This design comes from an exercise in tuning for small area, a short achievable clock period and few clock cycles per item on the open sky130 flow, not from production work. Function was not checked in any run shown here: the RTL went through the layout flow alone.

==> flow/design.v <==
module matrixMultiplier(input st, rst, clk, input [7:0] data_in, output done, output [7:0] dataout);
  reg run, wt, done_r;
  reg [5:0] t;             
  reg [2:0] ph;            
  wire start = wt & ~st;
  always @(posedge clk or posedge rst)
    if (rst) begin run <= 1'b0; wt <= 1'b0; done_r <= 1'b0; end
    else begin
      wt <= wt ? st : (~run & st);
      run <= start | (run & (t != 6'd45));
      done_r <= run & (t == 6'd17);
    end
  assign done = done_r;
  always @(posedge clk) begin
    t <= start ? 6'd0 : t + 6'd1;
    ph <= start ? 3'b001 : {ph[1:0], ph[2]};    
  end
  reg [7:0] ra0,ra1,ra2,ra3,ra4,ra5,ra6,ra7,ra8;
  reg [7:0] rb0,rb1,rb2,rb3,rb4,rb5,rb6,rb7,rb8;
  wire lda = (t < 6'd9);
  wire ldb = (t >= 6'd9) & (t < 6'd18);
  always @(posedge clk) begin
    ra0 <= lda ? data_in : ra8;
    {ra8,ra7,ra6,ra5,ra4,ra3,ra2,ra1} <= {ra7,ra6,ra5,ra4,ra3,ra2,ra1,ra0};
    rb0 <= ldb ? data_in : rb8;
    {rb8,rb7,rb6,rb5,rb4,rb3,rb2,rb1} <= {rb7,rb6,rb5,rb4,rb3,rb2,rb1,rb0};
  end
  reg [2:0] sa;
  reg [4:0] sb;
  wire ke = ph[1];
  always @(posedge clk) begin
    if (start) begin sa <= 3'b010; sb <= 5'b00100; end
    else begin
      if (ke & ~sb[2]) sa <= {sa[1:0], sa[2]};
      sb <= ke ? {sb[1], sb[0], sb[2], 2'b00} : {1'b0, sb[4:1]};
    end
  end
  reg [7:0] ar, br;
  always @(posedge clk) begin
    ar <= ({8{sa[0]}} & ra1) | ({8{sa[1]}} & ra4) | ({8{sa[2]}} & ra7);
    br <= ({8{sb[0]}} & rb0) | ({8{sb[1]}} & rb2) | ({8{sb[2]}} & rb4) | ({8{sb[3]}} & rb6) | ({8{sb[4]}} & rb8);
  end
  wire pp0_0 = ar[0] & br[0];
  wire pp0_1 = ar[1] & br[0];
  wire pp0_2 = ar[2] & br[0];
  wire pp0_3 = ar[3] & br[0];
  wire pp0_4 = ar[4] & br[0];
  wire pp0_5 = ar[5] & br[0];
  wire pp0_6 = ar[6] & br[0];
  wire pp0_7 = ar[7] & br[0];
  wire pp1_0 = ar[0] & br[1];
  wire pp1_1 = ar[1] & br[1];
  wire pp1_2 = ar[2] & br[1];
  wire pp1_3 = ar[3] & br[1];
  wire pp1_4 = ar[4] & br[1];
  wire pp1_5 = ar[5] & br[1];
  wire pp1_6 = ar[6] & br[1];
  wire pp1_7 = ar[7] & br[1];
  wire pp2_0 = ar[0] & br[2];
  wire pp2_1 = ar[1] & br[2];
  wire pp2_2 = ar[2] & br[2];
  wire pp2_3 = ar[3] & br[2];
  wire pp2_4 = ar[4] & br[2];
  wire pp2_5 = ar[5] & br[2];
  wire pp2_6 = ar[6] & br[2];
  wire pp2_7 = ar[7] & br[2];
  wire pp3_0 = ar[0] & br[3];
  wire pp3_1 = ar[1] & br[3];
  wire pp3_2 = ar[2] & br[3];
  wire pp3_3 = ar[3] & br[3];
  wire pp3_4 = ar[4] & br[3];
  wire pp3_5 = ar[5] & br[3];
  wire pp3_6 = ar[6] & br[3];
  wire pp3_7 = ar[7] & br[3];
  wire pp4_0 = ar[0] & br[4];
  wire pp4_1 = ar[1] & br[4];
  wire pp4_2 = ar[2] & br[4];
  wire pp4_3 = ar[3] & br[4];
  wire pp4_4 = ar[4] & br[4];
  wire pp4_5 = ar[5] & br[4];
  wire pp4_6 = ar[6] & br[4];
  wire pp4_7 = ar[7] & br[4];
  wire pp5_0 = ar[0] & br[5];
  wire pp5_1 = ar[1] & br[5];
  wire pp5_2 = ar[2] & br[5];
  wire pp5_3 = ar[3] & br[5];
  wire pp5_4 = ar[4] & br[5];
  wire pp5_5 = ar[5] & br[5];
  wire pp5_6 = ar[6] & br[5];
  wire pp5_7 = ar[7] & br[5];
  wire pp6_0 = ar[0] & br[6];
  wire pp6_1 = ar[1] & br[6];
  wire pp6_2 = ar[2] & br[6];
  wire pp6_3 = ar[3] & br[6];
  wire pp6_4 = ar[4] & br[6];
  wire pp6_5 = ar[5] & br[6];
  wire pp6_6 = ar[6] & br[6];
  wire pp6_7 = ar[7] & br[6];
  wire pp7_0 = ar[0] & br[7];
  wire pp7_1 = ar[1] & br[7];
  wire pp7_2 = ar[2] & br[7];
  wire pp7_3 = ar[3] & br[7];
  wire pp7_4 = ar[4] & br[7];
  wire pp7_5 = ar[5] & br[7];
  wire pp7_6 = ar[6] & br[7];
  wire pp7_7 = ar[7] & br[7];
  wire n1 = pp0_6 ^ pp1_5;
  wire n2 = pp0_6 & pp1_5;
  wire n3 = pp0_7 ^ pp1_6 ^ pp2_5;
  wire n4 = (pp0_7 & pp1_6) | (pp0_7 & pp2_5) | (pp1_6 & pp2_5);
  wire n5 = pp3_4 ^ pp4_3;
  wire n6 = pp3_4 & pp4_3;
  wire n7 = pp1_7 ^ pp2_6 ^ pp3_5;
  wire n8 = (pp1_7 & pp2_6) | (pp1_7 & pp3_5) | (pp2_6 & pp3_5);
  wire n9 = pp4_4 ^ pp5_3;
  wire n10 = pp4_4 & pp5_3;
  wire n11 = pp2_7 ^ pp3_6 ^ pp4_5;
  wire n12 = (pp2_7 & pp3_6) | (pp2_7 & pp4_5) | (pp3_6 & pp4_5);
  wire n13 = pp0_4 ^ pp1_3;
  wire n14 = pp0_4 & pp1_3;
  wire n15 = pp0_5 ^ pp1_4 ^ pp2_3;
  wire n16 = (pp0_5 & pp1_4) | (pp0_5 & pp2_3) | (pp1_4 & pp2_3);
  wire n17 = pp3_2 ^ pp4_1;
  wire n18 = pp3_2 & pp4_1;
  wire n19 = pp2_4 ^ pp3_3 ^ pp4_2;
  wire n20 = (pp2_4 & pp3_3) | (pp2_4 & pp4_2) | (pp3_3 & pp4_2);
  wire n21 = pp5_1 ^ pp6_0 ^ n1;
  wire n22 = (pp5_1 & pp6_0) | (pp5_1 & n1) | (pp6_0 & n1);
  wire n23 = pp5_2 ^ pp6_1 ^ pp7_0;
  wire n24 = (pp5_2 & pp6_1) | (pp5_2 & pp7_0) | (pp6_1 & pp7_0);
  wire n25 = n2 ^ n3 ^ n5;
  wire n26 = (n2 & n3) | (n2 & n5) | (n3 & n5);
  wire n27 = pp6_2 ^ pp7_1 ^ n4;
  wire n28 = (pp6_2 & pp7_1) | (pp6_2 & n4) | (pp7_1 & n4);
  wire n29 = n6 ^ n7 ^ n9;
  wire n30 = (n6 & n7) | (n6 & n9) | (n7 & n9);
  wire n31 = pp5_4 ^ pp6_3 ^ pp7_2;
  wire n32 = (pp5_4 & pp6_3) | (pp5_4 & pp7_2) | (pp6_3 & pp7_2);
  wire n33 = n8 ^ n10 ^ n11;
  wire n34 = (n8 & n10) | (n8 & n11) | (n10 & n11);
  wire n35 = pp3_7 ^ pp4_6 ^ pp5_5;
  wire n36 = (pp3_7 & pp4_6) | (pp3_7 & pp5_5) | (pp4_6 & pp5_5);
  wire n37 = pp6_4 ^ pp7_3 ^ n12;
  wire n38 = (pp6_4 & pp7_3) | (pp6_4 & n12) | (pp7_3 & n12);
  wire n39 = pp4_7 ^ pp5_6 ^ pp6_5;
  wire n40 = (pp4_7 & pp5_6) | (pp4_7 & pp6_5) | (pp5_6 & pp6_5);
  wire n41 = pp0_3 ^ pp1_2;
  wire n42 = pp0_3 & pp1_2;
  wire n43 = pp2_2 ^ pp3_1 ^ pp4_0;
  wire n44 = (pp2_2 & pp3_1) | (pp2_2 & pp4_0) | (pp3_1 & pp4_0);
  wire n45 = pp5_0 ^ n14 ^ n15;
  wire n46 = (pp5_0 & n14) | (pp5_0 & n15) | (n14 & n15);
  wire n47 = n16 ^ n18 ^ n19;
  wire n48 = (n16 & n18) | (n16 & n19) | (n18 & n19);
  wire n49 = n20 ^ n22 ^ n23;
  wire n50 = (n20 & n22) | (n20 & n23) | (n22 & n23);
  wire n51 = n24 ^ n26 ^ n27;
  wire n52 = (n24 & n26) | (n24 & n27) | (n26 & n27);
  wire n53 = n28 ^ n30 ^ n31;
  wire n54 = (n28 & n30) | (n28 & n31) | (n30 & n31);
  wire n55 = n32 ^ n34 ^ n35;
  wire n56 = (n32 & n34) | (n32 & n35) | (n34 & n35);
  wire n57 = pp7_4 ^ n36 ^ n38;
  wire n58 = (pp7_4 & n36) | (pp7_4 & n38) | (n36 & n38);
  wire n59 = pp5_7 ^ pp6_6 ^ pp7_5;
  wire n60 = (pp5_7 & pp6_6) | (pp5_7 & pp7_5) | (pp6_6 & pp7_5);
  wire n61 = pp0_2 ^ pp1_1;
  wire n62 = pp0_2 & pp1_1;
  wire n63 = pp2_1 ^ pp3_0 ^ n41;
  wire n64 = (pp2_1 & pp3_0) | (pp2_1 & n41) | (pp3_0 & n41);
  wire n65 = n13 ^ n42 ^ n43;
  wire n66 = (n13 & n42) | (n13 & n43) | (n42 & n43);
  wire n67 = n17 ^ n44 ^ n45;
  wire n68 = (n17 & n44) | (n17 & n45) | (n44 & n45);
  wire n69 = n21 ^ n46 ^ n47;
  wire n70 = (n21 & n46) | (n21 & n47) | (n46 & n47);
  wire n71 = n25 ^ n48 ^ n49;
  wire n72 = (n25 & n48) | (n25 & n49) | (n48 & n49);
  wire n73 = n29 ^ n50 ^ n51;
  wire n74 = (n29 & n50) | (n29 & n51) | (n50 & n51);
  wire n75 = n33 ^ n52 ^ n53;
  wire n76 = (n33 & n52) | (n33 & n53) | (n52 & n53);
  wire n77 = n37 ^ n54 ^ n55;
  wire n78 = (n37 & n54) | (n37 & n55) | (n54 & n55);
  wire n79 = n39 ^ n56 ^ n57;
  wire n80 = (n39 & n56) | (n39 & n57) | (n56 & n57);
  wire n81 = n40 ^ n58 ^ n59;
  wire n82 = (n40 & n58) | (n40 & n59) | (n58 & n59);
  wire n83 = pp6_7 ^ pp7_6 ^ n60;
  wire n84 = (pp6_7 & pp7_6) | (pp6_7 & n60) | (pp7_6 & n60);
  reg [14:0] cs0;
  reg [13:0] cs1;
  always @(posedge clk) begin
    cs0 <= {pp7_7, n82, n80, n78, n76, n74, n72, n70, n68, n66, n64, n62, pp2_0, pp0_1, pp0_0};
    cs1 <= {n84, n83, n81, n79, n77, n75, n73, n71, n69, n67, n65, n63, n61, pp1_0};
  end
  wire [15:0] x0 = {1'b0, cs0[14], cs0[13], cs0[12], cs0[11], cs0[10], cs0[9], cs0[8], cs0[7], cs0[6], cs0[5], cs0[4], cs0[3], cs0[2], cs0[1], cs0[0]};
  wire [15:0] x1 = {1'b0, cs1[13], cs1[12], cs1[11], cs1[10], cs1[9], cs1[8], cs1[7], cs1[6], cs1[5], cs1[4], cs1[3], cs1[2], cs1[1], cs1[0], 1'b0};
  reg [16:0] acc;
  reg [17:0] res;
  wire last = ph[0];       
  wire [17:0] sum;
  wire s0 = acc[0] ^ x0[0] ^ x1[0];
  wire c0 = (acc[0] & x0[0]) | (acc[0] & x1[0]) | (x0[0] & x1[0]);
  wire s1 = acc[1] ^ x0[1] ^ x1[1];
  wire c1 = (acc[1] & x0[1]) | (acc[1] & x1[1]) | (x0[1] & x1[1]);
  wire s2 = acc[2] ^ x0[2] ^ x1[2];
  wire c2 = (acc[2] & x0[2]) | (acc[2] & x1[2]) | (x0[2] & x1[2]);
  wire s3 = acc[3] ^ x0[3] ^ x1[3];
  wire c3 = (acc[3] & x0[3]) | (acc[3] & x1[3]) | (x0[3] & x1[3]);
  wire s4 = acc[4] ^ x0[4] ^ x1[4];
  wire c4 = (acc[4] & x0[4]) | (acc[4] & x1[4]) | (x0[4] & x1[4]);
  wire s5 = acc[5] ^ x0[5] ^ x1[5];
  wire c5 = (acc[5] & x0[5]) | (acc[5] & x1[5]) | (x0[5] & x1[5]);
  wire s6 = acc[6] ^ x0[6] ^ x1[6];
  wire c6 = (acc[6] & x0[6]) | (acc[6] & x1[6]) | (x0[6] & x1[6]);
  wire s7 = acc[7] ^ x0[7] ^ x1[7];
  wire c7 = (acc[7] & x0[7]) | (acc[7] & x1[7]) | (x0[7] & x1[7]);
  wire s8 = acc[8] ^ x0[8] ^ x1[8];
  wire c8 = (acc[8] & x0[8]) | (acc[8] & x1[8]) | (x0[8] & x1[8]);
  wire s9 = acc[9] ^ x0[9] ^ x1[9];
  wire c9 = (acc[9] & x0[9]) | (acc[9] & x1[9]) | (x0[9] & x1[9]);
  wire s10 = acc[10] ^ x0[10] ^ x1[10];
  wire c10 = (acc[10] & x0[10]) | (acc[10] & x1[10]) | (x0[10] & x1[10]);
  wire s11 = acc[11] ^ x0[11] ^ x1[11];
  wire c11 = (acc[11] & x0[11]) | (acc[11] & x1[11]) | (x0[11] & x1[11]);
  wire s12 = acc[12] ^ x0[12] ^ x1[12];
  wire c12 = (acc[12] & x0[12]) | (acc[12] & x1[12]) | (x0[12] & x1[12]);
  wire s13 = acc[13] ^ x0[13] ^ x1[13];
  wire c13 = (acc[13] & x0[13]) | (acc[13] & x1[13]) | (x0[13] & x1[13]);
  wire s14 = acc[14] ^ x0[14] ^ x1[14];
  wire c14 = (acc[14] & x0[14]) | (acc[14] & x1[14]) | (x0[14] & x1[14]);
  wire s15 = acc[15] ^ x0[15] ^ x1[15];
  wire c15 = (acc[15] & x0[15]) | (acc[15] & x1[15]) | (x0[15] & x1[15]);
  wire kg0_0 = s0 & 1'b0;
  wire kp0_0 = s0 ^ 1'b0;
  wire kg1_0 = s1 & c0;
  wire kp1_0 = s1 ^ c0;
  wire kg2_0 = s2 & c1;
  wire kp2_0 = s2 ^ c1;
  wire kg3_0 = s3 & c2;
  wire kp3_0 = s3 ^ c2;
  wire kg4_0 = s4 & c3;
  wire kp4_0 = s4 ^ c3;
  wire kg5_0 = s5 & c4;
  wire kp5_0 = s5 ^ c4;
  wire kg6_0 = s6 & c5;
  wire kp6_0 = s6 ^ c5;
  wire kg7_0 = s7 & c6;
  wire kp7_0 = s7 ^ c6;
  wire kg8_0 = s8 & c7;
  wire kp8_0 = s8 ^ c7;
  wire kg9_0 = s9 & c8;
  wire kp9_0 = s9 ^ c8;
  wire kg10_0 = s10 & c9;
  wire kp10_0 = s10 ^ c9;
  wire kg11_0 = s11 & c10;
  wire kp11_0 = s11 ^ c10;
  wire kg12_0 = s12 & c11;
  wire kp12_0 = s12 ^ c11;
  wire kg13_0 = s13 & c12;
  wire kp13_0 = s13 ^ c12;
  wire kg14_0 = s14 & c13;
  wire kp14_0 = s14 ^ c13;
  wire kg15_0 = s15 & c14;
  wire kp15_0 = s15 ^ c14;
  wire kg16_0 = acc[16] & c15;
  wire kp16_0 = acc[16] ^ c15;
  wire kg17_0 = 1'b0 & 1'b0;
  wire kp17_0 = 1'b0 ^ 1'b0;
  wire kG1_1 = kg1_0 | (kp1_0 & kg0_0);
  wire kP1_1 = kp1_0 & kp0_0;
  wire kG3_2 = kg3_0 | (kp3_0 & kg2_0);
  wire kP3_2 = kp3_0 & kp2_0;
  wire kG5_3 = kg5_0 | (kp5_0 & kg4_0);
  wire kP5_3 = kp5_0 & kp4_0;
  wire kG7_4 = kg7_0 | (kp7_0 & kg6_0);
  wire kP7_4 = kp7_0 & kp6_0;
  wire kG9_5 = kg9_0 | (kp9_0 & kg8_0);
  wire kP9_5 = kp9_0 & kp8_0;
  wire kG11_6 = kg11_0 | (kp11_0 & kg10_0);
  wire kP11_6 = kp11_0 & kp10_0;
  wire kG13_7 = kg13_0 | (kp13_0 & kg12_0);
  wire kP13_7 = kp13_0 & kp12_0;
  wire kG15_8 = kg15_0 | (kp15_0 & kg14_0);
  wire kP15_8 = kp15_0 & kp14_0;
  wire kG17_9 = kg17_0 | (kp17_0 & kg16_0);
  wire kP17_9 = kp17_0 & kp16_0;
  wire kG3_10 = kG3_2 | (kP3_2 & kG1_1);
  wire kP3_10 = kP3_2 & kP1_1;
  wire kG7_11 = kG7_4 | (kP7_4 & kG5_3);
  wire kP7_11 = kP7_4 & kP5_3;
  wire kG11_12 = kG11_6 | (kP11_6 & kG9_5);
  wire kP11_12 = kP11_6 & kP9_5;
  wire kG15_13 = kG15_8 | (kP15_8 & kG13_7);
  wire kP15_13 = kP15_8 & kP13_7;
  wire kG7_14 = kG7_11 | (kP7_11 & kG3_10);
  wire kP7_14 = kP7_11 & kP3_10;
  wire kG15_15 = kG15_13 | (kP15_13 & kG11_12);
  wire kP15_15 = kP15_13 & kP11_12;
  wire kG15_16 = kG15_15 | (kP15_15 & kG7_14);
  wire kP15_16 = kP15_15 & kP7_14;
  wire kG11_17 = kG11_12 | (kP11_12 & kG7_14);
  wire kP11_17 = kP11_12 & kP7_14;
  wire kG5_18 = kG5_3 | (kP5_3 & kG3_10);
  wire kP5_18 = kP5_3 & kP3_10;
  wire kG9_19 = kG9_5 | (kP9_5 & kG7_14);
  wire kP9_19 = kP9_5 & kP7_14;
  wire kG13_20 = kG13_7 | (kP13_7 & kG11_17);
  wire kP13_20 = kP13_7 & kP11_17;
  wire kG17_21 = kG17_9 | (kP17_9 & kG15_16);
  wire kP17_21 = kP17_9 & kP15_16;
  wire kG2_22 = kg2_0 | (kp2_0 & kG1_1);
  wire kP2_22 = kp2_0 & kP1_1;
  wire kG4_23 = kg4_0 | (kp4_0 & kG3_10);
  wire kP4_23 = kp4_0 & kP3_10;
  wire kG6_24 = kg6_0 | (kp6_0 & kG5_18);
  wire kP6_24 = kp6_0 & kP5_18;
  wire kG8_25 = kg8_0 | (kp8_0 & kG7_14);
  wire kP8_25 = kp8_0 & kP7_14;
  wire kG10_26 = kg10_0 | (kp10_0 & kG9_19);
  wire kP10_26 = kp10_0 & kP9_19;
  wire kG12_27 = kg12_0 | (kp12_0 & kG11_17);
  wire kP12_27 = kp12_0 & kP11_17;
  wire kG14_28 = kg14_0 | (kp14_0 & kG13_20);
  wire kP14_28 = kp14_0 & kP13_20;
  wire kG16_29 = kg16_0 | (kp16_0 & kG15_16);
  wire kP16_29 = kp16_0 & kP15_16;
  assign sum[0] = kp0_0;
  assign sum[1] = kp1_0 ^ kg0_0;
  assign sum[2] = kp2_0 ^ kG1_1;
  assign sum[3] = kp3_0 ^ kG2_22;
  assign sum[4] = kp4_0 ^ kG3_10;
  assign sum[5] = kp5_0 ^ kG4_23;
  assign sum[6] = kp6_0 ^ kG5_18;
  assign sum[7] = kp7_0 ^ kG6_24;
  assign sum[8] = kp8_0 ^ kG7_14;
  assign sum[9] = kp9_0 ^ kG8_25;
  assign sum[10] = kp10_0 ^ kG9_19;
  assign sum[11] = kp11_0 ^ kG10_26;
  assign sum[12] = kp12_0 ^ kG11_17;
  assign sum[13] = kp13_0 ^ kG12_27;
  assign sum[14] = kp14_0 ^ kG13_20;
  assign sum[15] = kp15_0 ^ kG14_28;
  assign sum[16] = kp16_0 ^ kG15_16;
  assign sum[17] = kp17_0 ^ kG16_29;
  always @(posedge clk) begin
    acc <= last ? 17'd0 : sum[16:0];
    res <= last ? sum : {8'd0, res[17:8]};
  end
  assign dataout = res[7:0];
endmodule
==> flow/flow/run.sh <==
#!/bin/bash
# Own layout flow: the standard ORFS flow (standard.sh, unchanged synthesis),
# with the port buffers made of sky130_fd_sc_hd__buf_2 instead of the default
# delay-cell buffers and a larger setup-repair margin.  Every make step writes
# its own log under orfs/logs/; make's own output goes to standard.log.
set -euo pipefail
export BUFFER_PORTS_ARGS="-buffer_cell sky130_fd_sc_hd__buf_2"
export SETUP_SLACK_MARGIN=7.0
bash standard.sh > standard.log 2>&1
==> flow/standard.sh <==
#!/bin/bash
# synth_recipe.tcl (not shown) runs the flow's synth.tcl, then flattens the netlist and writes it again
# the make line also repeats each setting of config.mk as NAME=value (left out here)
make -C /OpenROAD-flow-scripts/flow DESIGN_CONFIG=/design/flow/config.mk WORK_HOME=/design/flow/orfs CLKGATE_MAP_FILE= SYNTH_SCRIPT=/design/flow/synth_recipe.tcl "${@:-finish}"
==> flow/config.mk <==
export PLATFORM = sky130hd
export DESIGN_NAME = matrixMultiplier
export DESIGN_NICKNAME = matrixMultiplier
export VERILOG_FILES = /design/flow/design.v
export SDC_FILE = /design/flow/constraint.sdc
export NUM_CORES = 4
export LEC_CHECK = 0
export ABC_CLOCK_PERIOD_IN_PS = 3000
export CAP_MARGIN = 20
export CORE_MARGIN = 2
export CORE_UTILIZATION = 40
export CTS_BUF_LIST = sky130_fd_sc_hd__clkbuf_8
export CTS_CLUSTER_DIAMETER = 50
export CTS_CLUSTER_SIZE = 16
export SLEW_MARGIN = 20
==> flow/constraint.sdc <==
create_clock -name core_clock -period 10.0 [get_ports {clk}]
set_input_delay 2.0000 -clock core_clock [delete_from_list [all_inputs] [get_ports {clk}]]
set_output_delay 2.0000 -clock core_clock [all_outputs]
set_load 0.01 [all_outputs]
==> impl_metrics.yaml, run 1 <==
synthesis:
  synth_top_area_cell: "dfxtp_1"
  netlist_top_cells_count: "241 x dfxtp_1, 62 x and2_1, 61 x inv_1"
  syn_nets: 738
  synth_most_common_cell: "dfxtp_1"
  synthTopCellsByArea: "dfxtp_1 58%, fa_1 13%, and2_1 4.7%, ha_1 4.1%, inv_1 2.8%"
  synth_cells: 644
  synth-warning-count: 1
  syn_avg_cell_area_sq_um: 12.9
  yosys_most_used_dff: "dfxtp_1"
  synth-seq-cells: 244
  synth-edff-count: 0
  synth_top_area_share_pct: 58.0
  synth_cell_types: 40
  synth-seq-area-share_pct: 58.9
  async_reset_ff_share_pct: 1.23
  synthesis.area_sq_um: 8320
cts:
  clkTransAtPathRegs_ps: 90
  cts_sinks: 244
  clock_path_buffers: 3
  cts-root-buf: "clkbuf_8"
  numCtsBuffers: 21
  cts_hold_buffers: 0
  clock_latency_ps: 520
  tritoncts: "yes"
  cts.htree.levels: 1
timing:
  hold_viol: 0
  fin_crit_sh_pct: 30.2
  finClkSkew_ps: 25.0
  max_slew_margin_pct: 51.5
  drv_slew: 0
  tightest_slew_ps: 724
  max_freq_mhz: 331
  setup_tns_ps: 0
  min_period_ps: 3020
  setup_viol_count_final: 0
  rsz0062_at_grt: "yes"
worst_setup_path:
  worstSetupEndpointType: "primary output"
  crit_fanout: 1
  cp_top_family: "flip-flops"
  crit_slowest_cell: "dfrtp_1"
  cp_cell_sequence: "buf_2"
  crit_type: "reg2out"
  path_buf_inv: 1
  slowest_delay_ps: 370
  cp.required_ps: 8000
  crit_arrival_ps: 1020
  start_kind: "flop"
floorplanning:
  die_x_microns: 148
  num_rows: 52
  num_io_pins: 20
  dieArea_sq_um: 22000
  coreArea_sq_um: 20300
  die_h_microns: 148
  initial_core_util_pct: 41.0
placed_design:
  dp_cells: 911
  io_buffer_count: 19
  placed_cell_area_sq_um: 8630
  hpwl_mm: 9.68
  gp_congestion: 0.807
run_status:
  status: "no timing/DRC/antenna violations"
final_layout:
  postLayoutCellArea_sq_um: 9060
  drive_gt1_share_pct: 11.5
  synthToLayoutAreaGrowth_pct: 8.93
  n_antenna_cell: 0
  nets: 758
  final_cells: 942
global_routing:
  grt-ovfl-total: 0
  grt_max_degree: 41
  first_global_vias: 4585
  grt_first_pass_wirelength_mm: 22.6
  antenna_found_initial: 0
  track_usage_pct: 12.5
detailed_routing:
  routed_via_density: 4.54
  detailroute.via_count: 4279
  wl_per_cell_microns: 14.0
  ant_nets: 0
  drc: 0
  drtPass1Iterations: 5
  drt-initial-drc-count: 204
  routed_wl_mm: 13.2
min_path:
  hold_class: "reg2reg"
run:
  drv_cap: 0
area by class of cell:
type / count / area (sq um)
Timing Repair Buffer: 20 / 115
Clock inverter: 7 / 82.6
Sequential cell: 244 / 4900
Fill cell: 1892 / 11200
Clock buffer: 24 / 330
Inverter: 61 / 229
Tap cell: 270 / 338
Multi-Input combinational cell: 316 / 3070
state kept, by name (all words and copies together), names as in the netlist, 14 cells and up:
signal	count
res	18
cs1	14
acc	17
cs0	15
routing by layer:
metal,vias to the layer above,share of wire [%],track usage (%)
met4,0,2.0,2.76
met3,24,3.8,2.67
li1,2093,-,-
met2,78,46,20.9
met5,-,0,0
met1,2084,48,17.0
repair_timing:
action,CTS,global route
setup buffers,0,0
setup endpoints to repair,3,12
resized for setup,2,3
pin swaps,0,1
per-stage QoR:
stage / hold slack (ps) / setup WS (ps) / util [%]
floorplan: 310 / 7320 / -
global placement: 310 / 7090 / 42.5
detailed placement: 312 / 7040 / 42.5
CTS: 333 / 6940 / 44.6
global route: 338 / 6920 / 44.7
finish: 331 / 6980 / 44.7
worst paths after layout:
| path | slack (ps) | end | depth (start not counted) | start |
|---|---|---|---|---|
| max in group asynchronous | 8560 | run$_DFF_PP0_ | 2 | rst |
| min in group asynchronous | 1320 | done_r$_DFF_PP0_ | 2 | rst |
| setup reg to reg | 7180 | res[15]$_SDFF_PN0_ | 11 | cs0[7]$_DFF_P_ |
| setup / recovery | 6980 | done | 1 | done_r$_DFF_PP0_ |
| hold / removal | 330 | ra3[0]$_DFF_P_ | 0 | ra2[0]$_DFF_P_ |
| hold reg to reg | 330 | ra3[0]$_DFF_P_ | 0 | ra2[0]$_DFF_P_ |
logic make-up after synthesis:
kind of cell | count (synthesis) | share of synthesized area [%]
flip-flops | 244 | 58.9
AND/OR/NAND/NOR | 143 | 9.26
buffers and inverters | 84 | 4.35
adder cells (fa/ha/maj) | 83 | 17.5
AO/OA/AOI/OAI | 53 | 5.01
multiplexers | 26 | 3.82
XOR/XNOR | 11 | 1.16
cell usage in the layout, fill, tap and decap left out, types with 3 or more instances in the layout:
| cell type | count |
|---|---|
| inv_1 | 62 |
| nor2b_1 | 14 |
| mux2_2 | 14 |
| mux2_4 | 8 |
| a22oi_1 | 9 |
| and2_1 | 62 |
| inv_8 | 3 |
| a21oi_1 | 10 |
| nand3_1 | 3 |
| xnor2_1 | 5 |
| o211ai_1 | 3 |
| dfxtp_1 | 239 |
| o21ai_0 | 5 |
| buf_2 | 17 |
| xor2_1 | 6 |
| clkbuf_8 | 24 |
| mux2i_1 | 4 |
| fa_1 | 56 |
| dfrtp_1 | 3 |
| a222oi_1 | 16 |
| ha_1 | 27 |
| nand2_1 | 30 |
| nor2_1 | 22 |
==> inputs of run 2 (changes only) <==
--- a/flow/config.mk
+++ b/flow/config.mk
@@ -11,5 +11,5 @@
 export CORE_UTILIZATION = 40
-export CTS_BUF_LIST = sky130_fd_sc_hd__clkbuf_8
-export CTS_CLUSTER_DIAMETER = 50
-export CTS_CLUSTER_SIZE = 16
+export CTS_BUF_LIST = sky130_fd_sc_hd__clkbuf_16
+export CTS_CLUSTER_DIAMETER = 100
+export CTS_CLUSTER_SIZE = 30
 export SLEW_MARGIN = 20
==> impl_metrics.yaml, run 2 <==
synthesis:
  synth-edff-count: 0
  synth_top_area_cell: "dfxtp_1"
  synth_most_common_cell: "dfxtp_1"
  synth_top_area_share_pct: 58.0
  synth_cell_types: 40
  synthesis.area_sq_um: 8320
  synthTopCellsByArea: "dfxtp_1 58%, fa_1 13%, and2_1 4.7%, ha_1 4.1%, inv_1 2.8%"
  synth-warning-count: 1
  netlist_top_cells_count: "241 x dfxtp_1, 62 x and2_1, 61 x inv_1"
  synth-seq-area-share_pct: 58.9
  syn_avg_cell_area_sq_um: 12.9
  yosys_most_used_dff: "dfxtp_1"
  synth-seq-cells: 244
  async_reset_ff_share_pct: 1.23
  syn_nets: 738
  synth_cells: 644
placed_design:
  placed_cell_area_sq_um: 8630
  gp_congestion: 0.807
  io_buffer_count: 19
  hpwl_mm: 9.68
floorplanning:
  num_io_pins: 20
  die_x_microns: 148
  num_rows: 52
  initial_core_util_pct: 41.0
  coreArea_sq_um: 20300
  die_h_microns: 148
  dieArea_sq_um: 22000
detailed_routing:
  routed_via_density: 4.53
  routed_wl_mm: 13.1
  drc: 0
  wl_per_cell_microns: 14.2
  detailroute.via_count: 4201
  ant_nets: 0
  drtPass1Iterations: 7
  drt-initial-drc-count: 242
worst_setup_path:
  cp.required_ps: 8000
  slowest_delay_ps: 370
  crit_slowest_cell: "dfrtp_1"
  worstSetupEndpointType: "primary output"
  crit_fanout: 1
  path_buf_inv: 1
  crit_arrival_ps: 970
  crit_type: "reg2out"
  start_kind: "flop"
  cp_top_family: "flip-flops"
  cp_cell_sequence: "buf_2"
cts:
  clock_latency_ps: 490
  numCtsBuffers: 12
  cts_setup_buffers: 0
  cts_hold_buffers: 0
  clkTransAtPathRegs_ps: 110
  cts_sinks: 244
  cts.htree.levels: 1
  cts-root-buf: "clkbuf_16"
  tritoncts: "yes"
  clock_path_buffers: 3
global_routing:
  grt_max_degree: 41
  grt-ovfl-total: 0
  first_global_vias: 4515
  antenna_found_initial: 0
  grt_first_pass_wirelength_mm: 22.4
  track_usage_pct: 12.5
final_layout:
  final_common_cell: "dfxtp_1"
  regMostFlops: "res"
  nets: 749
  synthToLayoutAreaGrowth_pct: 8.28
  post-route-util_pct: 44.4
  layout_common_cells: "241 x dfxtp_1, 62 x and2_1, 61 x inv_1, 56 x fa_1, 30 x nand2_1"
  n_antenna_cell: 0
  largest_reg_flops: 18
  top_regs: "res (18), acc (17), cs0 (15)"
  drive_gt1_share_pct: 9.28
  postLayoutCellArea_sq_um: 9010
timing:
  fin_crit_sh_pct: 29.7
  drv_slew: 0
  hold_viol: 0
  max_slew_margin_pct: 52.7
  tightest_slew_ps: 707
  max_freq_mhz: 337
  setup_viol_count_final: 0
  setup_tns_ps: 0
  rsz0062_at_grt: "no"
  min_period_ps: 2970
  finClkSkew_ps: 19.2
run_status:
  status: "no timing/DRC/antenna violations"
min_path:
  hold_class: "reg2reg"
run:
  drv_cap: 0
==> run 2: cell count changes in the layout (fill, tap and decap cells not counted), moves of 2 or more <==
cell and change:
clkbuf_8 -24, clkbuf_16 +12, inv_8 -3, buf_2 +2, buf_6 -2, clkinvlp_4 -2
dfxtp_1 +2, dfxtp_2 -2
==> run 2: path summary, 6_finish.rpt <==
| path | startpoint | endpoint | slack (ps) | cells past startpoint |
|---|---|---|---|---|
| max | done_r$_DFF_PP0_ | done | 7030 | 1 |
| min | rb1[5]$_DFF_P_ | rb2[5]$_DFF_P_ | 320 | 0 |
| max reg2reg | cs0[2]$_DFF_P_ | res[15]$_SDFF_PN0_ | 7170 | 9 |
| min reg2reg | rb1[5]$_DFF_P_ | rb2[5]$_DFF_P_ | 320 | 0 |
| max in group asynchronous | rst | done_r$_DFF_PP0_ | 8500 | 2 |
| min in group asynchronous | rst | run$_DFF_PP0_ | 1370 | 2 |
==> run 2: cell type report <==
class                   count  area (sq um)
clock buffers              12           300
clock inverters             4          70.1
fillers                  1883         11300
inverters                  61           229
multi-input cells         316          3070
flip-flops and latches    244          4900
well taps                 270           338
repair buffers             20           103
==> run 2: routing by layer <==
layer	vias to the layer above	share of wire (%)	track usage (%)
met3	16	3.4	2.12
met1	2048	49	17.1
met5	-	0	0
met4	0	1.8	3.00
li1	2072	-	-
met2	65	46	20.9
==> run 2: cell families after synthesis <==
kind of cell    synth area share (%)
mux                             3.82
flops                           58.9
compound gates                  5.01
xor+xnor                        1.16
fa+ha+maj                       17.5
simple gates                    9.26
buf+inv                         4.35
==> run 2: worst reg2reg max path, delay by kind of cell, from the launching register on <==
family | cells | cell delay, ps
AO/OA/AOI/OAI | 4 | 900
XOR/XNOR | 1 | 150
adder cells (fa/ha/maj) | 3 | 1180
flip-flops | 1 | 330
AND/OR/NAND/NOR | 1 | 150
==> run 2: repair_timing <==
| item | in CTS | in global routing |
|---|---|---|
| gates resized for setup | 0 | 2 |
| hold endpoints to repair | 0 | 0 |
| setup endpoints to repair | 0 | 6 |
==> run 2: stage by stage <==
stage	hold slack, ps	std cells	setup slack [ps]
2_1_floorplan	310	644	7320
5_1_grt	337	927	7000
6_report	325	927	7030
3_5_place_dp	312	911	7040
4_1_cts	329	927	7010
3_3_place_gp	310	911	7090
==> inputs of run 3 (changes only) <==
--- a/flow/config.mk
+++ b/flow/config.mk
@@ -10,3 +10,3 @@
 export CORE_MARGIN = 2
-export CORE_UTILIZATION = 40
+export CORE_UTILIZATION = 60
 export CTS_BUF_LIST = sky130_fd_sc_hd__clkbuf_16
==> impl_metrics.yaml, run 3 <==
synthesis:
  synth_cells: 644
  synth-edff-count: 0
  synth_most_common_cell: "dfxtp_1"
  synthesis.area_sq_um: 8320
  syn_nets: 738
  synth_cell_types: 40
  synthTopCellsByArea: "dfxtp_1 58%, fa_1 13%, and2_1 4.7%, ha_1 4.1%, inv_1 2.8%"
  synth_top_area_share_pct: 58.0
  synth-warning-count: 1
  synth-seq-area-share_pct: 58.9
  synth-seq-cells: 244
  yosys_most_used_dff: "dfxtp_1"
  syn_avg_cell_area_sq_um: 12.9
  synth_top_area_cell: "dfxtp_1"
  async_reset_ff_share_pct: 1.23
  netlist_top_cells_count: "241 x dfxtp_1, 62 x and2_1, 61 x inv_1"
cts:
  tritoncts: "yes"
  cts_hold_buffers: 0
  cts-root-buf: "clkbuf_16"
  cts_sinks: 244
  numCtsBuffers: 12
  cts.htree.levels: 1
  clock_path_buffers: 3
  clock_latency_ps: 470
  clkTransAtPathRegs_ps: 110
timing:
  setup_viol_count_final: 0
  hold_viol: 0
  setup_tns_ps: 0
  tightest_slew_ps: 712
  fin_crit_sh_pct: 29.7
  drv_slew: 0
  finClkSkew_ps: 27.7
  max_slew_margin_pct: 52.4
  max_freq_mhz: 337
  hold_ws_ps: 303
  min_period_ps: 2970
  rsz0062_at_grt: "yes"
worst_setup_path:
  slowest_delay_ps: 370
  crit_type: "reg2out"
  cp_top_family: "flip-flops"
  cp_cell_sequence: "buf_2"
  cp.required_ps: 8000
  start_kind: "flop"
  path_buf_inv: 1
  r2r_cells: 11
  crit_arrival_ps: 970
  crit_cells: 1
  crit_slowest_cell: "dfrtp_1"
  crit_fanout: 1
  worstSetupEndpointType: "primary output"
final_layout:
  seqCellArea_sq_um: 4900
  fillers: 1070
  multi_input_area_sq_um: 3080
  nets: 750
  layout_common_cells: "241 x dfxtp_1, 62 x and2_1, 62 x inv_1, 56 x fa_1, 30 x nand2_1"
  top_regs: "res (18), acc (17), cs0 (15)"
  n_antenna_cell: 0
  final_common_cell: "dfxtp_1"
  synthToLayoutAreaGrowth_pct: 6.84
  regMostFlops: "res"
  largest_reg_flops: 18
  drive_gt1_share_pct: 9.44
  final_cells: 837
global_routing:
  grt_first_pass_wirelength_mm: 22.5
  first_global_vias: 4570
  antenna_found_initial: 0
  track_usage_pct: 19.2
  grt-ovfl-total: 0
  grt_max_degree: 41
floorplanning:
  initial_core_util_pct: 60.7
  num_io_pins: 20
  coreArea_sq_um: 13700
  dieArea_sq_um: 14800
  die_h_microns: 122
  num_rows: 43
  die_x_microns: 122
detailed_routing:
  drt-initial-drc-count: 176
  drtPass1Iterations: 5
  detailroute.via_count: 4267
  drc: 0
  routed_wl_mm: 13.3
  wl_per_cell_microns: 15.9
  routed_via_density: 5.10
  ant_nets: 0
placed_design:
  io_buffer_count: 19
  dp_cells: 821
  gp_congestion: 0.804
  hpwl_mm: 9.57
run_status:
  status: "no timing/DRC/antenna violations"
run:
  drv_cap: 0
min_path:
  holdPathStages: 0
  hold_class: "reg2reg"
[run 3: cell counts after synthesis]
No cell type changed its count.
[run 3: what timing repair did]
item | 4_1_cts | 5_1_grt
setup buffers | 0 | 1
setup endpoints to repair | 2 | 6
pin swaps | 0 | 1
gates resized for setup | 1 | 2
[run 3: layout make-up]
class / count / area share (%)
Inverter: 61 / 2.58
Clock inverter: 3 / 0.563
Timing Repair Buffer: 21 / 1.24
Tap cell: 180 / 2.53
Sequential cell: 244 / 55.1
Multi-Input combinational cell: 316 / 34.6
Clock buffer: 12 / 3.38
[run 3: cells by family after synthesis]
| family | share of synthesized area, % |
|---|---|
| simple gates | 9.26 |
| fa+ha+maj | 17.5 |
| mux | 3.82 |
| compound gates | 5.01 |
| buf+inv | 4.35 |
| flops | 58.9 |
| xor+xnor | 1.16 |
[run 3: worst paths after layout]
kind,startpoint,endpoint,slack (ps)
max reg2reg,cs0[7]$_DFF_P_,acc[15]$_SDFF_PP0_,7170
min,ra3[6]$_DFF_P_,ra4[6]$_DFF_P_,300
min in group asynchronous,rst,done_r$_DFF_PP0_,1370
max,done_r$_DFF_PP0_,done,7030
min reg2reg,ra3[6]$_DFF_P_,ra4[6]$_DFF_P_,300
max in group asynchronous,rst,wt$_DFF_PP0_,8510
[run 3: layer usage]
layer  GRT usage (%)  routed length [microns]  up-vias
met5               0                        0        -
met4            5.24                      308        0
met3            2.48                      462       21
met2            32.5                     6450       75
met1            26.1                     6060     2100
li1                -                        -     2071
[run 3: stage by stage]
| step | setup slack (ps) | utilization, % | instance area, sq um |
|---|---|---|---|
| final | 7030 | 64.8 | 8890 |
| after global routing | 6980 | 64.8 | 8890 |
| after CTS | 7010 | 64.7 | 8870 |
| after detailed placement | 7000 | 62.1 | 8520 |
| after global placement | 7050 | 62.1 | 8520 |
| after floorplan | 7320 | - | 8320 |
[run 3: worst reg2reg max path: stages (launching register included)]
cell and delay [ps]:
dfxtp_1 320, inv_1 50, fa_1 540, inv_1 50, ha_1 340, a21oi_2 190
o211ai_1 170, a41oi_2 270, a22oi_1 120, fa_1 390, xor2_1 150, nor2b_1 130
==> inputs of run 4 (changes only) <==
--- a/flow/flow/run.sh
+++ b/flow/flow/run.sh
@@ -7,3 +7,3 @@
 export BUFFER_PORTS_ARGS="-buffer_cell sky130_fd_sc_hd__buf_2"
-export SETUP_SLACK_MARGIN=7.0
+export SETUP_SLACK_MARGIN=7.3
 bash standard.sh > standard.log 2>&1
--- a/flow/config.mk
+++ b/flow/config.mk
@@ -10,3 +10,3 @@
 export CORE_MARGIN = 2
-export CORE_UTILIZATION = 60
+export CORE_UTILIZATION = 40
 export CTS_BUF_LIST = sky130_fd_sc_hd__clkbuf_16
==> impl_metrics.yaml, run 4 <==
placed_design:
  io_buffer_count: 19
  hpwl_mm: 9.68
  gp_congestion: 0.807
synthesis:
  synthesis.area_sq_um: 8320
  synth_top_area_cell: "dfxtp_1"
  synth_top_area_share_pct: 58.0
  synth-edff-count: 0
  syn_nets: 738
  synth-seq-cells: 244
  async_reset_ff_share_pct: 1.23
  synth_cell_types: 40
  synth-seq-area-share_pct: 58.9
  synthTopCellsByArea: "dfxtp_1 58%, fa_1 13%, and2_1 4.7%, ha_1 4.1%, inv_1 2.8%"
  synth_most_common_cell: "dfxtp_1"
  syn_avg_cell_area_sq_um: 12.9
  synth-warning-count: 1
  netlist_top_cells_count: "241 x dfxtp_1, 62 x and2_1, 61 x inv_1"
  synth_cells: 644
  yosys_most_used_dff: "dfxtp_1"
final_layout:
  final_common_cell: "dfxtp_1"
  layout_common_cells: "229 x dfxtp_1, 62 x and2_1, 61 x inv_1, 52 x fa_1, 30 x nand2_1"
  synthToLayoutAreaGrowth_pct: 9.92
  largest_reg_flops: 18
  drive_gt1_share_pct: 13.5
  n_antenna_cell: 0
  top_regs: "res (18), acc (17), cs0 (15)"
  regMostFlops: "res"
  nets: 752
  fillers: 1871
cts:
  clock_path_buffers: 3
  cts_hold_buffers: 0
  cts.htree.levels: 1
  tritoncts: "yes"
  numCtsBuffers: 12
  clock_latency_ps: 490
  clkTransAtPathRegs_ps: 100
  cts_sinks: 244
  cts-root-buf: "clkbuf_16"
worst_setup_path:
  r2r_cells: 9
  startpoint: "done_r$_DFF_PP0_"
  cp_top_family: "flip-flops"
  slowest_delay_ps: 370
  crit_fanout: 1
  path_buf_inv: 1
  cp_cell_sequence: "buf_2"
  start_kind: "flop"
  cp.required_ps: 8000
  crit_slowest_cell: "dfrtp_1"
  worstSetupEndpointType: "primary output"
  crit_arrival_ps: 970
  r2r_start: "cs0[2]$_DFF_P_"
  crit_cells: 1
  crit_type: "reg2out"
detailed_routing:
  drc: 0
  wl_per_cell_microns: 14.4
  drtPass1Iterations: 5
  detailroute.via_count: 4229
  ant_nets: 0
  routed_via_density: 4.55
  routed_wl_mm: 13.4
  drt-initial-drc-count: 232
floorplanning:
  initial_core_util_pct: 41.0
  die_x_microns: 148
  dieArea_sq_um: 22000
  num_rows: 52
  die_h_microns: 148
  coreArea_sq_um: 20300
  num_io_pins: 20
timing:
  tightest_slew_ps: 709
  setup_viol_count_final: 0
  finClkSkew_ps: 18.7
  drv_slew: 0
  hold_ws_ps: 325
  setup_tns_ps: 0
  min_period_ps: 2970
  max_slew_margin_pct: 52.6
  fin_crit_sh_pct: 29.7
  max_freq_mhz: 337
  rsz0062_at_grt: "yes"
  hold_viol: 0
min_path:
  holdCritStartpoint: "ra3[6]$_DFF_P_"
  holdPathStages: 0
  hold_class: "reg2reg"
global_routing:
  grt_first_pass_wirelength_mm: 22.6
  antenna_found_initial: 0
  grt-ovfl-total: 0
  grt_max_degree: 41
  track_usage_pct: 12.6
  first_global_vias: 4540
run:
  drv_cap: 0
run_status:
  status: "no timing/DRC/antenna violations"
-- run 4: cell counts after synthesis --
Identical to the previous run, type by type.
-- run 4: metal layers --
layer	vias up	routed length, microns	GRT usage (%)	share of wire [%]
met5	-	0	0	0
met4	0	235	3.00	1.8
met3	16	385	2.12	2.9
met2	57	6240	21.2	47
met1	2077	6510	17.2	49
li1	2079	-	-	-
-- run 4: final timing paths --
check | to | slack [ps]
max | done | 7030
min | ra4[6]$_DFF_P_ | 330
max reg2reg | res[15]$_SDFF_PN0_ | 7280
min reg2reg | ra4[6]$_DFF_P_ | 330
max in group asynchronous | done_r$_DFF_PP0_ | 8500
min in group asynchronous | run$_DFF_PP0_ | 1370
-- run 4: cells by family (layout without fill, tap and decap cells) --
| group | count (synthesis) | count (layout) | share of synthesized area, % |
|---|---|---|---|
| buffers and inverters | 84 | 100 | 4.35 |
| flip-flops | 244 | 244 | 58.9 |
| AO/OA/AOI/OAI | 53 | 53 | 5.01 |
| AND/OR/NAND/NOR | 143 | 143 | 9.26 |
| multiplexers | 26 | 26 | 3.82 |
| adder cells (fa/ha/maj) | 83 | 83 | 17.5 |
| XOR/XNOR | 11 | 11 | 1.16 |
-- run 4: what timing repair did --
action                                  4_1_cts  5_1_grt
pin swaps                                     8       10
resized for setup                            14       16
endpoints found under the setup margin       21       22
cloned                                        0        0
setup buffers                                 2        1
-- run 4: cell type report --
type / instances / area [sq um] / area share [%]
Tap cell: 270 / 338 / 3.69
Multi-Input combinational cell: 316 / 3160 / 34.5
Clock inverter: 4 / 70.1 / 0.766
Timing Repair Buffer: 23 / 138 / 1.50
Sequential cell: 244 / 4920 / 53.8
Inverter: 61 / 229 / 2.50
Clock buffer: 12 / 300 / 3.28
-- run 4: through the flow --
step | instance area (sq um) | setup WS (ps) | instances | util [%]
global route | 9150 | 7000 | 930 | 45.1
CTS | 9090 | 7010 | 929 | 44.8
finish | 9150 | 7030 | 930 | 45.1
global placement | 8630 | 7090 | 911 | 42.5
detailed placement | 8630 | 7040 | 911 | 42.5
floorplan | 8320 | 7320 | 644 | -
==> inputs of run 5 (changes only) <==
--- a/flow/design.v
+++ b/flow/design.v
@@ -29,5 +29,5 @@
   reg [4:0] sb;
-  wire ke = ph[1];
+  wire ke = ph[2];
   always @(posedge clk) begin
-    if (start) begin sa <= 3'b010; sb <= 5'b00100; end
+    if (start) begin sa <= 3'd2; sb <= 5'd8; end
     else begin
@@ -37,7 +37,4 @@
   end
-  reg [7:0] ar, br;
-  always @(posedge clk) begin
-    ar <= ({8{sa[0]}} & ra1) | ({8{sa[1]}} & ra4) | ({8{sa[2]}} & ra7);
-    br <= ({8{sb[0]}} & rb0) | ({8{sb[1]}} & rb2) | ({8{sb[2]}} & rb4) | ({8{sb[3]}} & rb6) | ({8{sb[4]}} & rb8);
-  end
+  wire [7:0] ar = ({8{sa[0]}} & ra2) | ({8{sa[1]}} & ra5) | ({8{sa[2]}} & ra8);
+  wire [7:0] br = ({8{sb[0]}} & rb1) | ({8{sb[1]}} & rb3) | ({8{sb[2]}} & rb5) | ({8{sb[3]}} & rb7) | ({8{sb[4]}} & rb0);
   wire pp0_0 = ar[0] & br[0];
--- a/flow/flow/run.sh
+++ b/flow/flow/run.sh
@@ -7,3 +7,3 @@
 export BUFFER_PORTS_ARGS="-buffer_cell sky130_fd_sc_hd__buf_2"
-export SETUP_SLACK_MARGIN=7.3
+export SETUP_SLACK_MARGIN=7.0
 bash standard.sh > standard.log 2>&1
==> impl_metrics.yaml, run 5 <==
detailed_routing:
  drc: 0
  wl_per_cell_microns: 15.2
  drtPass1Iterations: 7
  ant_nets: 0
  routed_wl_mm: 14.1
  drt-initial-drc-count: 199
  detailroute.via_count: 4286
  routed_via_density: 4.61
worst_setup_path:
  start_kind: "flop"
  cp.required_ps: 10350
  slowest_delay_ps: 510
  cp_cell_sequence: "buf_4 -> a222oi_1 -> and3_4 -> nor2_1 -> fa_1 -> fa_2 -> inv_2 -> fa_1 -> inv_2 -> fa_2"
  crit_fanout: 4
  worstSetupEndpointType: "flop"
  crit_arrival_ps: 3510
  crit_slowest_cell: "fa_1"
  crit_type: "reg2reg"
global_routing:
  antenna_found_initial: 0
  grt-ovfl-total: 0
  use_met3_pct: 2.08
  busiest_layer: "met2"
  first_global_vias: 4496
  track_usage_pct: 13.7
  use_met2_pct: 22.4
  grt_first_pass_wirelength_mm: 23.3
  grt_util_met1_pct: 19.2
  grt_max_degree: 40
floorplanning:
  coreArea_sq_um: 19500
  dieArea_sq_um: 21000
  die_x_microns: 145
  die_h_microns: 145
  num_io_pins: 20
  initial_core_util_pct: 40.9
  num_rows: 51
final_layout:
  largest_reg_flops: 18
  regMostFlops: "res"
  final_common_cell: "dfxtp_1"
  synthToLayoutAreaGrowth_pct: 10.6
  top_regs: "res (18), acc (17), cs0 (15)"
  nets: 758
  post-route-util_pct: 45.2
  n_antenna_cell: 0
  layout_common_cells: "216 x dfxtp_1, 55 x nand2_1, 53 x nor2_1, 46 x fa_1, 39 x inv_1"
  drive_gt1_share_pct: 17.9
synthesis:
  synth_top_area_cell: "dfxtp_1"
  synthesis.area_sq_um: 7950
  synth-seq-cells: 228
  async_reset_ff_share_pct: 1.32
  synth_top_area_share_pct: 56.6
  synth-edff-count: 0
  synth_cell_types: 44
  synth_most_common_cell: "dfxtp_1"
  syn_nets: 735
  yosys_most_used_dff: "dfxtp_1"
  synth-warning-count: 1
  netlist_top_cells_count: "225 x dfxtp_1, 56 x fa_1, 55 x nand2_1, 55 x nor2_1, 48 x inv_1"
  synth_cells: 641
  synth-seq-area-share_pct: 57.6
  synthTopCellsByArea: "dfxtp_1 57%, fa_1 14%, ha_1 4.2%, nand2_1 2.6%, nor2_1 2.6%"
  syn_avg_cell_area_sq_um: 12.4
min_path:
  hold_class: "reg2reg"
cts:
  cts_hold_buffers: 0
  tritoncts: "yes"
  cts.htree.levels: 1
  cts-root-buf: "clkbuf_16"
  clock_latency_ps: 460
  clkTransAtPathRegs_ps: 100
  cts_sinks: 228
  clock_path_buffers: 3
  numCtsBuffers: 11
timing:
  setup_viol_count_final: 0
  tightest_slew_ps: 697
  max_slew_margin_pct: 53.4
  max_freq_mhz: 317
  setup_tns_ps: 0
  hold_viol: 0
  rsz0062_at_grt: "yes"
  fin_crit_sh_pct: 31.5
  finClkSkew_ps: 9.80
  min_period_ps: 3150
  drv_slew: 0
  hold_ws_ps: 328
placed_design:
  hpwl_mm: 10.6
  io_buffer_count: 19
  gp_congestion: 0.806
run_status:
  status: "no timing/DRC/antenna violations"
run:
  drv_cap: 0
## run 5: cell types whose count changed after synthesis, sizes merged, moves of 3 or more
cell | before | now
and4 | 0 | 3
inv | 61 | 48
a222oi | 16 | 7
and2 | 62 | 17
dfxtp | 241 | 225
or2 | 0 | 6
nand2b | 3 | 9
nand2 | 30 | 55
nor2 | 22 | 55
## run 5: cell type report
class,instances,area [sq um]
fill,1806,10700
sequential,228,4600
multi-input combinational,340,3170
tap,265,332
clock buffer,11,275
timing repair buffer,35,219
inverter,48,180
clock inverter,3,20.0
## run 5: per-layer routing
metal,part of all wire [%],up-vias
met5,0,-
met4,2.2,0
met3,3.4,19
met2,47,77
met1,48,2096
li1,-,2094
## run 5: stage by stage
| stage | worst slack (ps) | cell area [sq um] | std cells |
|---|---|---|---|
| 2_1_floorplan | 6830 | 8030 | 641 |
| 3_3_place_gp | 6660 | 8290 | 901 |
| 3_5_place_dp | 6510 | 8290 | 901 |
| 4_1_cts | 6840 | 8750 | 930 |
| 5_1_grt | 6690 | 8800 | 930 |
| 6_report | 6850 | 8800 | 930 |
## run 5: final timing paths
kind | from | depth (start not counted) | end | slack (ps)
worst max-delay path | sb[1]$_SDFF_PP0_ | 10 | cs1[8]$_DFF_P_ | 6850
worst min-delay path | rb6[3]$_DFF_P_ | 0 | rb7[3]$_DFF_P_ | 330
worst max register to register | sb[1]$_SDFF_PP0_ | 10 | cs1[8]$_DFF_P_ | 6850
worst min register to register | rb6[3]$_DFF_P_ | 0 | rb7[3]$_DFF_P_ | 330
max in group asynchronous | rst | 2 | run$_DFF_PP0_ | 8490
min in group asynchronous | rst | 2 | wt$_DFF_PP0_ | 1380
## run 5: cells by family (layout without fill, tap and decap cells)
logic type / Yosys count / count (layout) / share of synthesized area [%]
adders and majority gates: 83 / 83 / 18.3
and+or+nand+nor: 173 / 173 / 10.3
buffers and inverters: 73 / 97 / 4.04
muxes: 27 / 27 / 4.12
DFF: 228 / 228 / 57.6
AOI/OAI and AO/OA: 47 / 47 / 4.53
xor gates and xnor gates: 10 / 10 / 1.10
## run 5: worst max-delay path: cells and delay by family, from the launching register on
| kind | cells | cell delay, ps |
|---|---|---|
| adders and majority gates | 4 | 1710 |
| DFF | 1 | 370 |
| and+or+nand+nor | 2 | 370 |
| AOI/OAI and AO/OA | 1 | 330 |
| buffers and inverters | 3 | 270 |
## run 5: timing repair
action / in CTS / in global routing
gates resized for setup: 24 / 21
endpoints found under the setup margin: 19 / 19
pin swaps: 12 / 10
cloned: 0 / 0
setup buffers: 15 / 0
==> inputs of run 6 (changes only) <==
--- a/flow/flow/run.sh
+++ b/flow/flow/run.sh
@@ -7,3 +7,3 @@
 export BUFFER_PORTS_ARGS="-buffer_cell sky130_fd_sc_hd__buf_2"
-export SETUP_SLACK_MARGIN=7.0
+export SETUP_SLACK_MARGIN=6.8
 bash standard.sh > standard.log 2>&1
==> impl_metrics.yaml, run 6 <==
final_layout:
  regMostFlops: "res"
  top_regs: "res (18), acc (17), cs0 (15)"
  layout_common_cells: "218 x dfxtp_1, 55 x nand2_1, 54 x nor2_1, 53 x fa_1, 47 x inv_1"
  n_antenna_cell: 0
  synthToLayoutAreaGrowth_pct: 9.85
  largest_reg_flops: 18
  seqCellArea_sq_um: 4600
  nets: 756
  postLayoutCellArea_sq_um: 8740
  final_common_cell: "dfxtp_1"
  post-route-util_pct: 44.9
  fillers: 1733
  drive_gt1_share_pct: 14.5
  multi_input_area_sq_um: 3120
synthesis:
  syn_nets: 735
  synthesis.area_sq_um: 7950
  synth-edff-count: 0
  syn_avg_cell_area_sq_um: 12.4
  synth-seq-cells: 228
  synth_cell_types: 44
  synth_most_common_cell: "dfxtp_1"
  synth_top_area_share_pct: 56.6
  synthTopCellsByArea: "dfxtp_1 57%, fa_1 14%, ha_1 4.2%, nand2_1 2.6%, nor2_1 2.6%"
  synth-seq-area-share_pct: 57.6
  synth_cells: 641
  yosys_most_used_dff: "dfxtp_1"
  synth_top_area_cell: "dfxtp_1"
  synth-warning-count: 1
  async_reset_ff_share_pct: 1.32
  netlist_top_cells_count: "225 x dfxtp_1, 56 x fa_1, 55 x nand2_1, 55 x nor2_1, 48 x inv_1"
global_routing:
  grt_max_degree: 40
  antenna_found_initial: 0
  first_global_vias: 4406
  grt_first_pass_wirelength_mm: 22.9
  track_usage_pct: 13.3
  grt-ovfl-total: 0
worst_setup_path:
  start_kind: "flop"
  r2r_cells: 12
  cp.required_ps: 10350
  reg2reg_slack_ps: 6850
  r2r_start: "sb[0]$_SDFF_PP0_"
  crit_slowest_cell: "fa_1"
  worstSetupEndpointType: "flop"
  crit_type: "reg2reg"
  cp_cell_sequence: "a222oi_1 -> inv_1 -> a221oi_4 -> buf_6 -> nand2b_4 -> fa_1 -> inv_2 -> fa_2 -> inv_1 -> fa_1 -> inv_1 -> fa_1"
  slowest_delay_ps: 490
  crit_fanout: 7
  crit_arrival_ps: 3500
  path_buf_inv: 5
  rr_endpoint: "cs1[7]$_DFF_P_"
  cp_top_family: "adder cells"
run:
  drv_cap: 0
detailed_routing:
  drc: 0
  ant_nets: 0
  drt-initial-drc-count: 221
  drtPass1Iterations: 5
  detailroute.via_count: 4259
  routed_via_density: 4.59
  routed_wl_mm: 13.9
  wl_per_cell_microns: 15.0
placed_design:
  hpwl_mm: 10.5
  io_buffer_count: 19
  gp_congestion: 0.835
  placed_cell_area_sq_um: 8260
floorplanning:
  coreArea_sq_um: 19500
  num_io_pins: 20
  dieArea_sq_um: 21000
  die_x_microns: 145
  die_h_microns: 145
  initial_core_util_pct: 40.9
  num_rows: 51
timing:
  min_period_ps: 3150
  hold_viol: 0
  fin_crit_sh_pct: 31.5
  hold_ws_ps: 317
  max_freq_mhz: 317
  max_slew_margin_pct: 49.4
  setup_tns_ps: 0
  finClkSkew_ps: 17.1
  drv_slew: 0
  setup_viol_count_final: 0
  rsz0062_at_grt: "yes"
  tightest_slew_ps: 756
cts:
  tritoncts: "yes"
  cts.htree.levels: 1
  cts-root-buf: "clkbuf_16"
  clock_path_buffers: 3
  clkTransAtPathRegs_ps: 110
  numCtsBuffers: 11
  cts_sinks: 228
  clock_latency_ps: 460
min_path:
  min_to: "rb5[6]$_DFF_P_"
  holdCritStartpoint: "rb4[6]$_DFF_P_"
  holdPathStages: 0
  hold_class: "reg2reg"
run_status:
  status: "no timing/DRC/antenna violations"
[run 6: cell counts after synthesis]
No cell type changed its count.
[run 6: cells by family (layout without fill, tap and decap cells)]
kind of cell             after synthesis  after routing  share of synthesized area [%]
AO/OA/AOI/OAI                         47             47                           4.53
XOR/XNOR                              10             10                           1.10
adder cells (fa/ha/maj)               83             83                           18.3
buffers and inverters                 73             94                           4.04
flip-flops                           228            228                           57.6
multiplexers                          27             27                           4.12
AND/OR/NAND/NOR                      173            173                           10.3
[run 6: layer usage]
layer	global-route usage (%)	vias up	share of wire, %	routed length (microns)
met5	0	-	0	0
met4	3.76	0	2.7	379
met3	1.89	22	4.3	603
met2	21.8	91	45	6310
met1	18.6	2065	47	6580
li1	-	2081	-	-
[run 6: cell type report]
cell class	instances	area share, %
multi-input combinational	340	35.8
timing repair buffer	33	2.38
sequential	228	52.6
clock inverter	2	0.229
clock buffer	11	3.15
inverter	48	2.06
tap	265	3.79
[run 6: per-stage QoR]
| step | cells | setup slack [ps] |
|---|---|---|
| final | 927 | 6850 |
| after CTS | 920 | 6820 |
| after global routing | 927 | 6750 |
| after global placement | 901 | 6610 |
| after detailed placement | 901 | 6530 |
| after floorplan | 641 | 6770 |
[run 6: worst reg2reg max path, stage by stage, from the launching register on]
cell and delay (ps):
dfxtp_4 380, a222oi_1 320, inv_1 120, a221oi_4 280, buf_6 160, nand2b_4 110
fa_1 420, inv_2 70, fa_2 180, inv_1 50, fa_1 490, inv_1 50
fa_1 420
[run 6: worst max path at each step]
stage	cells past startpoint	slack [ps]	end	from
finish	12	6850	cs1[7]$_DFF_P_	sb[0]$_SDFF_PP0_
global route	12	6750	cs1[7]$_DFF_P_	sb[0]$_SDFF_PP0_
CTS	10	6820	cs1[7]$_DFF_P_	sb[2]$_SDFFE_PP0N_
detailed placement	10	6530	cs1[8]$_DFF_P_	sb[0]$_SDFF_PP0_
global placement	10	6610	cs1[8]$_DFF_P_	sb[1]$_SDFF_PP0_
floorplan	11	6770	cs1[8]$_DFF_P_	sb[0]$_SDFF_PP0_
[run 6: what timing repair did]
item                       4_1_cts  5_1_grt
hold buffers                     0        0
gates resized for setup         11       17
hold endpoints to repair         0        0
setup endpoints to repair       12       10
buffers inserted                 6        7
pin swaps                        2        6

## what the ideal ports hide
The flow's constraints put no driver on any port. The routed layouts listed below were extracted and timed again, unchanged, in two steps.
Step 1: set_driving_cell puts a clkbuf_16 on clk and a buf_2 on each other input, an assumption about the parent block.
Step 2 times the ports against the registers' clock, not the clock port: input delays grow and output delays shrink by t, the midpoint of the rising clock arrivals with the driver on.
Three values: ideal ports, drivers, drivers and shift; two values: the first two.
run	t (ns)	setup slack, ns	pins driven straight from the clock port
run 1	0.549	6.980 / 6.944 / 7.090	1
run 2	0.518	7.034 / 6.991 / 7.095	1
run 3	0.497	7.029 / 6.991 / 7.104	1
run 4	0.518	7.034 / 6.991 / 7.094	1
run 5	0.499	6.846 / 6.846 / 6.846	1
run 6	0.491	6.850 / 6.850 / 6.850	1
After both steps setup and hold are still met in every run listed.
